This is an optimization exercise on Yosys and OpenROAD, whose aim is small area, not a production implementation. At most, simulation tests tie the RTL to the original design; equivalence was not proved. Power and IR drop assume default switching activity.

==> try-xenon: inputs <==
==> flow/design.v <==
module kitchenTimer (
	input		M_INPUT,
	input		S_INPUT,
	input		START,
	input		STOP,
	input		UP_DOWN,
	input		CLK,
	input		RES,
	output		DIG_1,
	output		DIG_2,
	output		DIG_3,
	output		DIG_4,
	output	[6:0]	LIGHT_SEG,
	output		DP,
	output		ARM
);
reg	[16:0]	hs;
wire		half = (hs & 17'h1DCD5) == 17'h1DCD5;	 
wire		dbp  = (hs[12:0] == 13'h1000);
reg	rm, rs, rt, ru, rp;
reg	dm, ds, dt, du, dp;
always @(posedge CLK or posedge RES) begin
	if (RES) begin
		rm <= 1'b0; rs <= 1'b0; rt <= 1'b0; ru <= 1'b0; rp <= 1'b0;
	end else if (dbp) begin
		rm <= M_INPUT;
		rs <= S_INPUT;
		rt <= START;
		ru <= ~UP_DOWN;
		rp <= ~(STOP & ~START);
	end
end
always @(posedge CLK) begin
	if (dbp) begin
		dm <= rm;
		ds <= rs;
		dt <= rt;
		du <= ru;
		dp <= rp;
	end
end
wire	deb_m     = rm & ~dm & dbp;
wire	deb_s     = rs & ~ds & dbp;
wire	deb_start = rt & ~dt & dbp;
wire	deb_ud    = ru & ~du & dbp;
wire	deb_stop  = rp & ~dp & dbp & ~deb_start;
always @(posedge CLK or posedge RES) begin
	if (RES)
		hs <= 17'd0;
	else if (deb_s | deb_m | half)
		hs <= 17'd0;
	else
		hs <= hs + 17'd1;
end
reg	ls, lt;
always @(posedge CLK or posedge RES) begin
	if (RES) begin
		ls <= 1'b0;
		lt <= 1'b0;
	end else if (deb_start | deb_stop) begin
		ls <= deb_start;
		lt <= deb_stop;
	end
end
reg	[17:0]	os;
wire		osp = (os & 18'h3B9AC) == 18'h3B9AC;	 
always @(posedge CLK or posedge RES) begin
	if (RES)
		os <= 18'd0;
	else if (ls)
		os <= osp ? 18'd0 : os + 18'd1;
end
reg	lud, ps, pm;
reg	pd;		 
always @(posedge CLK or posedge RES) begin
	if (RES) begin
		lud <= 1'b0;
		ps  <= 1'b0;
		pm  <= 1'b0;
	end else begin
		lud <= lud ^ deb_ud;
		ps  <= deb_s | (ds & half);
		pm  <= deb_m | (dm & half);
	end
end
always @(posedge CLK)
	pd <= lud;
reg	[3:0]	sl;
reg	[2:0]	sh;
reg	[3:0]	ml;
reg	[3:0]	mh;
wire	sl_z = ~|sl;
wire	sh_z = ~|sh;
wire	ml_z = ~|ml;
wire	mh_z = ~|mh;
wire	all_z = sl_z & sh_z & ml_z & mh_z;
wire	arm_sig = all_z & ls;
wire	cd   = osp & ls & ~all_z;
wire	setm = ~ls & ~lt;
wire	dn   = ls | pd;
wire	sl_w = dn ? sl_z : (sl[3] & sl[0]);
wire	sh_w = dn ? sh_z : (sh[2] & sh[0]);
wire	ml_w = dn ? ml_z : (ml[3] & ml[0]);
wire	mh_w = dn ? mh_z : (mh[3] & mh[0]);
wire	en_sl = cd | (setm & ps);
wire	en_sh = en_sl & sl_w;
wire	en_ml = (cd & sl_z & sh_z) | (setm & pm);
wire	en_mh = en_ml & ml_w;
function [3:0] tog10;
	input [3:0] d;
	input dn;
	input w;
	reg c1, c2, c3;
	begin
		c1 = d[0] ^ dn;
		c2 = c1 & (d[1] ^ dn);
		c3 = c2 & (d[2] ^ dn);
		tog10 = {c3 | w, c2 & ~w, c1 & ~w, 1'b1};
	end
endfunction
function [2:0] tog6;
	input [2:0] d;
	input dn;
	input w;
	reg c1, c2;
	begin
		c1 = d[0] ^ dn;
		c2 = c1 & (d[1] ^ dn);
		tog6 = {c2 | w, c1 & ~w, 1'b1};
	end
endfunction
always @(posedge CLK or posedge RES) begin
	if (RES) begin
		sl <= 4'd0;
		sh <= 3'd0;
		ml <= 4'd0;
		mh <= 4'd0;
	end else begin
		sl <= sl ^ ({4{en_sl}} & tog10(sl, dn, sl_w));
		sh <= sh ^ ({3{en_sh}} & tog6(sh, dn, sh_w));
		ml <= ml ^ ({4{en_ml}} & tog10(ml, dn, ml_w));
		mh <= mh ^ ({4{en_mh}} & tog10(mh, dn, mh_w));
	end
end
reg	[10:0]	aw;
reg		arm;
always @(posedge CLK or posedge RES) begin
	if (RES) begin
		aw  <= 11'd0;
		arm <= 1'b0;
	end else if (arm_sig) begin
		aw  <= ((aw & 11'h4C4) == 11'h4C4) ? 11'd0 : aw + 11'd1;	 
		if (aw == 11'd0)
			arm <= ~arm;
	end
end
assign ARM = arm;
localparam [7:0] X_START = 8'h07;
reg	[7:0]	x_q;
wire	[7:0]	x = x_q ^ X_START;
reg	[1:0]	y;
reg	[3:0]	r;
wire		xw = (x & 8'hFC) == 8'hFC;		 
wire	[1:0]	yn = y + {1'b0, xw};
reg	[3:0]	dsel;
always @(*) begin
	case (yn)
		2'd0:	 dsel = mh;
		2'd1:	 dsel = ml;
		2'd2:	 dsel = {1'b0, sh};
		default: dsel = sl;
	endcase
end
always @(posedge CLK or posedge RES) begin
	if (RES) begin
		x_q <= 8'd0;
		y   <= 2'd0;
		r   <= 4'd0;
	end else begin
		x_q <= (xw ? 8'd8 : x + 8'd1) ^ X_START;
		y   <= yn;
		r   <= ~dsel;
	end
end
wire	lit = |x[7:5];
assign DIG_1 = lit & (y == 2'd0);
assign DIG_2 = lit & (y == 2'd1);
assign DIG_3 = lit & (y == 2'd2);
assign DIG_4 = lit & (y == 2'd3);
reg	[6:0]	seg;
always @(*) begin
	case (r)
		4'd0:	 seg = 7'b0000000;
		4'd1:	 seg = 7'b0001101;
		4'd2:	 seg = 7'b0011011;
		4'd3:	 seg = 7'b0111011;
		4'd4:	 seg = 7'b0101001;
		4'd5:	 seg = 7'b0101101;
		4'd6:	 seg = 7'b1111011;	 
		4'd7:	 seg = 7'b1111111;	 
		4'd8:	 seg = 7'b1110010;	 
		4'd9:	 seg = 7'b1011111;	 
		4'd10:	 seg = 7'b1011011;	 
		4'd11:	 seg = 7'b0110011;	 
		4'd12:	 seg = 7'b1111001;	 
		4'd13:	 seg = 7'b1101101;	 
		4'd14:	 seg = 7'b0110000;	 
		default: seg = 7'b1111110;	 
	endcase
end
assign LIGHT_SEG = seg;
assign DP = 1'b0;
endmodule
==> flow/flow/run.sh <==
#!/bin/bash
# Standard synthesis, then an area-oriented re-mapping of its combinational
# logic (registers untouched), then the standard layout steps with smaller
# port buffers and clock tree settings.
set -euo pipefail
W=$(pwd)
RES=$W/orfs/results/sky130hd/kitchenTimer/base
bash standard.sh synth > $W/log_1_standard_synth.txt 2>&1
cp $RES/1_2_yosys.v $W/std_synth.v
yosys -c $W/flow/remap.tcl > $W/log_2_remap.txt 2>&1
if grep -qE "^\s*(reg|always)\b" $W/remapped.v; then echo "remapped netlist is not structural" >&2; exit 1; fi
cp $W/remapped.v $RES/1_2_yosys.v
bash standard.sh \
  "BUFFER_PORTS_ARGS=-buffer_cell sky130_fd_sc_hd__buf_1" \
  "CTS_ARGS=-sink_clustering_enable -repair_clock_nets -dont_use_dummy_load" \
  finish > $W/log_3_layout.txt 2>&1
==> flow/flow/area0.abc <==
strash
dc2
dc2
dc2
strash
&get -n
&dch -f
&nf -R 1000 -p
&put
==> flow/flow/area1.abc <==
strash
&get -n
&deepsyn -T 30
&put
&get -n
&dch -f
&nf -R 1000 -p
&put
==> flow/flow/area2.abc <==
strash
balance -l
 resub -K 6 -l
 rewrite -l
 resub -K 6 -N 2 -l
 refactor -l
 resub -K 8 -l
 balance -l
 resub -K 8 -N 2 -l
 rewrite -l
 resub -K 10 -l
 rewrite -z -l
 resub -K 10 -N 2 -l
 balance -l
 resub -K 12 -l
 refactor -z -l
 resub -K 12 -N 2 -l
 rewrite -z -l
 balance -l
dc2
balance -l
 resub -K 6 -l
 rewrite -l
 resub -K 6 -N 2 -l
 refactor -l
 resub -K 8 -l
 balance -l
 resub -K 8 -N 2 -l
 rewrite -l
 resub -K 10 -l
 rewrite -z -l
 resub -K 10 -N 2 -l
 balance -l
 resub -K 12 -l
 refactor -z -l
 resub -K 12 -N 2 -l
 rewrite -z -l
 balance -l
dc2
&get -n
&dch -f
&nf -R 1000 -p
&put
==> flow/flow/area3.abc <==
strash
&get -n
&deepsyn -T 30 -S 2
&put
&get -n
&dch -f
&nf -R 1000 -p
&put
==> flow/flow/remap.tcl <==
# Re-map the standard synthesis's combinational logic for area.  Flip-flops and
# tie cells are kept as they are (same instances, names and cell types).
yosys -import
set lib $::env(FLOW_HOME)/platforms/sky130hd/lib/sky130_fd_sc_hd__tt_025C_1v80.lib
set dont_use {sky130_fd_sc_hd__probe_p_8 sky130_fd_sc_hd__probec_p_8 sky130_fd_sc_hd__lpflow_bleeder_1 sky130_fd_sc_hd__lpflow_clkbufkapwr_1 sky130_fd_sc_hd__lpflow_clkbufkapwr_16 sky130_fd_sc_hd__lpflow_clkbufkapwr_2 sky130_fd_sc_hd__lpflow_clkbufkapwr_4 sky130_fd_sc_hd__lpflow_clkbufkapwr_8 sky130_fd_sc_hd__lpflow_clkinvkapwr_1 sky130_fd_sc_hd__lpflow_clkinvkapwr_16 sky130_fd_sc_hd__lpflow_clkinvkapwr_2 sky130_fd_sc_hd__lpflow_clkinvkapwr_4 sky130_fd_sc_hd__lpflow_clkinvkapwr_8 sky130_fd_sc_hd__lpflow_decapkapwr_12 sky130_fd_sc_hd__lpflow_decapkapwr_3 sky130_fd_sc_hd__lpflow_decapkapwr_4 sky130_fd_sc_hd__lpflow_decapkapwr_6 sky130_fd_sc_hd__lpflow_decapkapwr_8 sky130_fd_sc_hd__lpflow_inputiso0n_1 sky130_fd_sc_hd__lpflow_inputiso0p_1 sky130_fd_sc_hd__lpflow_inputiso1n_1 sky130_fd_sc_hd__lpflow_inputiso1p_1 sky130_fd_sc_hd__lpflow_inputisolatch_1 sky130_fd_sc_hd__lpflow_isobufsrc_1 sky130_fd_sc_hd__lpflow_isobufsrc_16 sky130_fd_sc_hd__lpflow_isobufsrc_2 sky130_fd_sc_hd__lpflow_isobufsrc_4 sky130_fd_sc_hd__lpflow_isobufsrc_8 sky130_fd_sc_hd__lpflow_isobufsrckapwr_16 sky130_fd_sc_hd__lpflow_lsbuf_lh_hl_isowell_tap_1 sky130_fd_sc_hd__lpflow_lsbuf_lh_hl_isowell_tap_2 sky130_fd_sc_hd__lpflow_lsbuf_lh_hl_isowell_tap_4 sky130_fd_sc_hd__lpflow_lsbuf_lh_isowell_4 sky130_fd_sc_hd__lpflow_lsbuf_lh_isowell_tap_1 sky130_fd_sc_hd__lpflow_lsbuf_lh_isowell_tap_2 sky130_fd_sc_hd__lpflow_lsbuf_lh_isowell_tap_4}
set du_args {}
foreach c $dont_use { lappend du_args -dont_use $c }
read_liberty -ignore_miss_func $lib
read_verilog std_synth.v
hierarchy -top $::env(FLOW_TOP)
blackbox sky130_fd_sc_hd__*df* sky130_fd_sc_hd__*dl* sky130_fd_sc_hd__conb_1
flatten
yosys rename -hide w:*.*
opt_clean -purge
opt_clean
# Several ABC scripts; the smallest result is kept.
design -save pre
set best_area 1e12
set best_script none
foreach script [lsort [glob flow/area*.abc]] {
  design -load pre
  abc -liberty $lib {*}$du_args -script $script
  opt_clean -purge
  set out [tee -q -s result.string stat -liberty $lib]
  if {[regexp {Chip area for module '\\[^']*': ([0-9.]+)} $out -> area]} {
    puts "REMAP $script area $area"
    if {$area < $best_area} {
      set best_area $area
      set best_script $script
      design -save best
    }
  }
}
puts "REMAP best $best_script area $best_area"
design -load best
opt_clean -purge
splitnets
opt_clean -purge
select $::env(FLOW_TOP)
write_verilog -noattr -nohex -nodec -selected remapped.v
==> flow/standard.sh <==
#!/bin/bash
# synth_recipe.tcl (not shown) runs the flow's synth.tcl, then flattens the netlist and writes it again
# the make line also repeats each setting of config.mk as NAME=value (left out here)
make -C /OpenROAD-flow-scripts/flow DESIGN_CONFIG=/design/flow/config.mk WORK_HOME=/design/flow/orfs CLKGATE_MAP_FILE= SYNTH_SCRIPT=/design/flow/synth_recipe.tcl "${@:-finish}"
==> flow/config.mk <==
export PLATFORM = sky130hd
export DESIGN_NAME = kitchenTimer
export DESIGN_NICKNAME = kitchenTimer
export VERILOG_FILES = /design/flow/design.v
export SDC_FILE = /design/flow/constraint.sdc
export NUM_CORES = 4
export LEC_CHECK = 0
export CAP_MARGIN = 20
export CORE_MARGIN = 2
export CORE_UTILIZATION = 80
export SLEW_MARGIN = 20
==> flow/constraint.sdc <==
create_clock -name core_clock -period 10.0 [get_ports {CLK}]
set_input_delay 2.0000 -clock core_clock [delete_from_list [all_inputs] [get_ports {CLK}]]
set_output_delay 2.0000 -clock core_clock [all_outputs]
set_load 0.01 [all_outputs]
==> try-ember (differences from try-xenon) <==
==> flow/design.v, changed modules only <==
module kitchenTimer (
	input		M_INPUT,
	input		S_INPUT,
	input		START,
	input		STOP,
	input		UP_DOWN,
	input		CLK,
	input		RES,
	output		DIG_1,
	output		DIG_2,
	output		DIG_3,
	output		DIG_4,
	output	[6:0]	LIGHT_SEG,
	output		DP,
	output		ARM
);
reg	[16:0]	hs;
wire		half = (hs & 17'h1DCD5) == 17'h1DCD5;	 
wire		dbp  = (hs[12:0] == 13'h1000);
reg	rm, rs, rt, ru, rp;
reg	dm, ds, dt, du, dp;
always @(posedge CLK or posedge RES) begin
	if (RES) begin
		rm <= 1'b0; rs <= 1'b0; rt <= 1'b0; ru <= 1'b0; rp <= 1'b0;
	end else if (dbp) begin
		rm <= M_INPUT;
		rs <= S_INPUT;
		rt <= START;
		ru <= ~UP_DOWN;
		rp <= ~(STOP & ~START);
	end
end
always @(posedge CLK) begin
	if (dbp) begin
		dm <= rm;
		ds <= rs;
		dt <= rt;
		du <= ru;
		dp <= rp;
	end
end
wire	deb_m     = rm & ~dm & dbp;
wire	deb_s     = rs & ~ds & dbp;
wire	deb_start = rt & ~dt & dbp;
wire	deb_ud    = ru & ~du & dbp;
wire	deb_stop  = rp & ~dp & dbp & ~deb_start;
always @(posedge CLK or posedge RES) begin
	if (RES)
		hs <= 17'd0;
	else if (deb_s | deb_m | half)
		hs <= 17'd0;
	else
		hs <= hs + 17'd1;
end
reg	ls, lt;
always @(posedge CLK or posedge RES) begin
	if (RES) begin
		ls <= 1'b0;
		lt <= 1'b0;
	end else if (deb_start | deb_stop) begin
		ls <= deb_start;
		lt <= deb_stop;
	end
end
reg	[17:0]	os;
wire		osp = (os & 18'h3B9AC) == 18'h3B9AC;	 
always @(posedge CLK or posedge RES) begin
	if (RES)
		os <= 18'd0;
	else if (ls)
		os <= osp ? 18'd0 : os + 18'd1;
end
reg	lud, ps, pm;
reg	pd;		 
always @(posedge CLK or posedge RES) begin
	if (RES) begin
		lud <= 1'b0;
		ps  <= 1'b0;
		pm  <= 1'b0;
	end else begin
		lud <= lud ^ deb_ud;
		ps  <= deb_s | (ds & half);
		pm  <= deb_m | (dm & half);
	end
end
always @(posedge CLK)
	pd <= lud;
reg	[3:0]	sl;
reg	[2:0]	sh;
reg	[3:0]	ml;
reg	[3:0]	mh;
wire	sl_z = (sl == 4'd0);
wire	sh_z = (sh == 3'd0);
wire	ml_z = (ml == 4'd0);
wire	mh_z = (mh == 4'd0);
wire	s_z  = sl_z & sh_z;
wire	all_z = s_z & ml_z & mh_z;
wire	arm_sig = all_z & ls;
wire	cd   = osp & ls & ~all_z;
wire	setm = ~ls & ~lt;
wire	dn   = ls | pd;
wire	en_sl = cd | (setm & ps);
wire	en_sh = en_sl & (dn ? sl_z : (sl == 4'd9));
wire	en_ml = (cd & s_z) | (setm & pm);
wire	en_mh = en_ml & (dn ? ml_z : (ml == 4'd9));
always @(posedge CLK or posedge RES) begin
	if (RES) begin
		sl <= 4'd0;
		sh <= 3'd0;
		ml <= 4'd0;
		mh <= 4'd0;
	end else begin
		if (en_sl)
			sl <= dn ? (sl_z ? 4'd9 : sl - 4'd1) : ((sl == 4'd9) ? 4'd0 : sl + 4'd1);
		if (en_sh)
			sh <= dn ? (sh_z ? 3'd5 : sh - 3'd1) : ((sh == 3'd5) ? 3'd0 : sh + 3'd1);
		if (en_ml)
			ml <= dn ? (ml_z ? 4'd9 : ml - 4'd1) : ((ml == 4'd9) ? 4'd0 : ml + 4'd1);
		if (en_mh)
			mh <= dn ? (mh_z ? 4'd9 : mh - 4'd1) : ((mh == 4'd9) ? 4'd0 : mh + 4'd1);
	end
end
reg	[10:0]	aw;
reg		arm;
always @(posedge CLK or posedge RES) begin
	if (RES) begin
		aw  <= 11'd0;
		arm <= 1'b0;
	end else if (arm_sig) begin
		aw  <= ((aw & 11'h4C4) == 11'h4C4) ? 11'd0 : aw + 11'd1;	 
		if (aw == 11'd0)
			arm <= ~arm;
	end
end
assign ARM = arm;
reg	[7:0]	x;
reg	[1:0]	y;
reg	[3:0]	r;
wire		xw = (x & 8'hF5) == 8'hF5;		 
wire	[1:0]	yn = y + {1'b0, xw};
reg	[3:0]	dsel;
always @(*) begin
	case (yn)
		2'd0:	 dsel = mh;
		2'd1:	 dsel = ml;
		2'd2:	 dsel = {1'b0, sh};
		default: dsel = sl;
	endcase
end
always @(posedge CLK or posedge RES) begin
	if (RES) begin
		x <= 8'd0;
		y <= 2'd0;
		r <= 4'd0;
	end else begin
		x <= xw ? 8'd1 : x + 8'd1;
		y <= yn;
		r <= ~dsel;
	end
end
wire	lit = (x >= 8'd25);
assign DIG_1 = lit & (y == 2'd0);
assign DIG_2 = lit & (y == 2'd1);
assign DIG_3 = lit & (y == 2'd2);
assign DIG_4 = lit & (y == 2'd3);
reg	[6:0]	seg;
always @(*) begin
	case (~r)
		4'h0:	 seg = 7'b1111_110;
		4'h1:	 seg = 7'b0110_000;
		4'h2:	 seg = 7'b1101_101;
		4'h3:	 seg = 7'b1111_001;
		4'h4:	 seg = 7'b0110_011;
		4'h5:	 seg = 7'b1011_011;
		4'h6:	 seg = 7'b1011_111;
		4'h7:	 seg = 7'b1110_010;
		4'h8:	 seg = 7'b1111_111;
		4'h9:	 seg = 7'b1111_011;
		4'hF:	 seg = 7'b0000_000;
		default: seg = 7'b1011_111;
	endcase
end
assign LIGHT_SEG = seg;
assign DP = 1'b0;
endmodule
--- a/flow/flow/run.sh
+++ b/flow/flow/run.sh
@@ -9,5 +9,4 @@
 cp $RES/1_2_yosys.v $W/std_synth.v
 yosys -c $W/flow/remap.tcl > $W/log_2_remap.txt 2>&1
-if grep -qE "^\s*(reg|always)\b" $W/remapped.v; then echo "remapped netlist is not structural" >&2; exit 1; fi
 cp $W/remapped.v $RES/1_2_yosys.v
 bash standard.sh \
==> flow/flow/area.abc (new file) <==
strash
dc2
dc2
dc2
strash
&get -n
&dch -f
&nf -R 1000 -p
&put
--- a/flow/flow/remap.tcl
+++ b/flow/flow/remap.tcl
@@ -9,29 +9,10 @@
 read_verilog std_synth.v
 hierarchy -top $::env(FLOW_TOP)
-blackbox sky130_fd_sc_hd__*df* sky130_fd_sc_hd__*dl* sky130_fd_sc_hd__conb_1
+blackbox sky130_fd_sc_hd__df* sky130_fd_sc_hd__conb_1
 flatten
 yosys rename -hide w:*.*
 opt_clean -purge
 opt_clean
-# Several ABC scripts; the smallest result is kept.
-design -save pre
-set best_area 1e12
-set best_script none
-foreach script [lsort [glob flow/area*.abc]] {
-  design -load pre
-  abc -liberty $lib {*}$du_args -script $script
-  opt_clean -purge
-  set out [tee -q -s result.string stat -liberty $lib]
-  if {[regexp {Chip area for module '\\[^']*': ([0-9.]+)} $out -> area]} {
-    puts "REMAP $script area $area"
-    if {$area < $best_area} {
-      set best_area $area
-      set best_script $script
-      design -save best
-    }
-  }
-}
-puts "REMAP best $best_script area $best_area"
-design -load best
+abc -liberty $lib {*}$du_args -script flow/area.abc
 opt_clean -purge
 splitnets
--- a/flow/config.mk
+++ b/flow/config.mk
@@ -8,4 +8,4 @@
 export CAP_MARGIN = 20
 export CORE_MARGIN = 2
-export CORE_UTILIZATION = 80
+export CORE_UTILIZATION = 70
 export SLEW_MARGIN = 20
removed: flow/flow/area0.abc
removed: flow/flow/area1.abc
removed: flow/flow/area2.abc
removed: flow/flow/area3.abc
==> try-onyx (differences from try-xenon) <==
--- a/flow/config.mk
+++ b/flow/config.mk
@@ -8,4 +8,5 @@
 export CAP_MARGIN = 20
 export CORE_MARGIN = 2
-export CORE_UTILIZATION = 80
+export CORE_UTILIZATION = 88
+export PLACE_DENSITY = 0.92
 export SLEW_MARGIN = 20
==> impl_metrics.yaml <==
outcome:
  firstError: "[ERROR STA-0171] /design/flow/orfs/results/sky130hd/kitchenTimer/base/1_2_yosys.v line 399, syntax error"
  haltStage: "netlist read-in after synthesis (1_synth)"
  status: "did not finish"
synthesis:
  synth_warnings: 1
That was try-ember.
==> impl_metrics.yaml <==
outcome:
  status: "complete, no violations"
min_path:
  min_path_cells: 0
cells_and_area:
  post-route-util: 0.897
synthesis:
  synth_warnings: 1
timing:
  hold_ws_ns: 0.430
  max_slew_margin: 0.500
power:
  pg_clk_w: 0.000194
That was try-xenon.
==> impl_metrics.yaml <==
outcome:
  haltStage: "global placement without I/O (3_1_place_gp_skip_io)"
  firstError: "[ERROR GPL-0301] Utilization 102.245 % exceeds 100%."
  status: "did not finish"
synthesis:
  syn_area_mm2: 0.00400
  synth_warnings: 1
  syn_inst: 404
die:
  start_util: 0.920
That was try-onyx.
The RTL of try-ember was laid out without a check of its function.

-- re-timing with driven ports --
The results above use ideal ports. As a check the final layout listed here was re-extracted and re-timed, cells and wires unchanged. Step 1 sets driving cells, clkbuf_16 on the clock port and buf_2 on the other inputs (assumed; they add their load-dependent delay and slew). Step 2, shift: input delay + t, output delay - t, t = (earliest + latest rising clock arrival at the registers) / 2. This alone moves slack from input paths to output paths. Three values: ideal ports, drivers, drivers and shift; two values: the first two.
run: try-xenon
t, ns: 0.383
setup WS [ns]: 6.383 / 6.383 / 6.383
worst register clock-pin slew, ns: 0.10 / 0.10
After both steps try-xenon still meets setup and hold. For try-xenon, drivers alone change the setup slack by 0.000 ns; drivers and shift together by 0.000 ns.
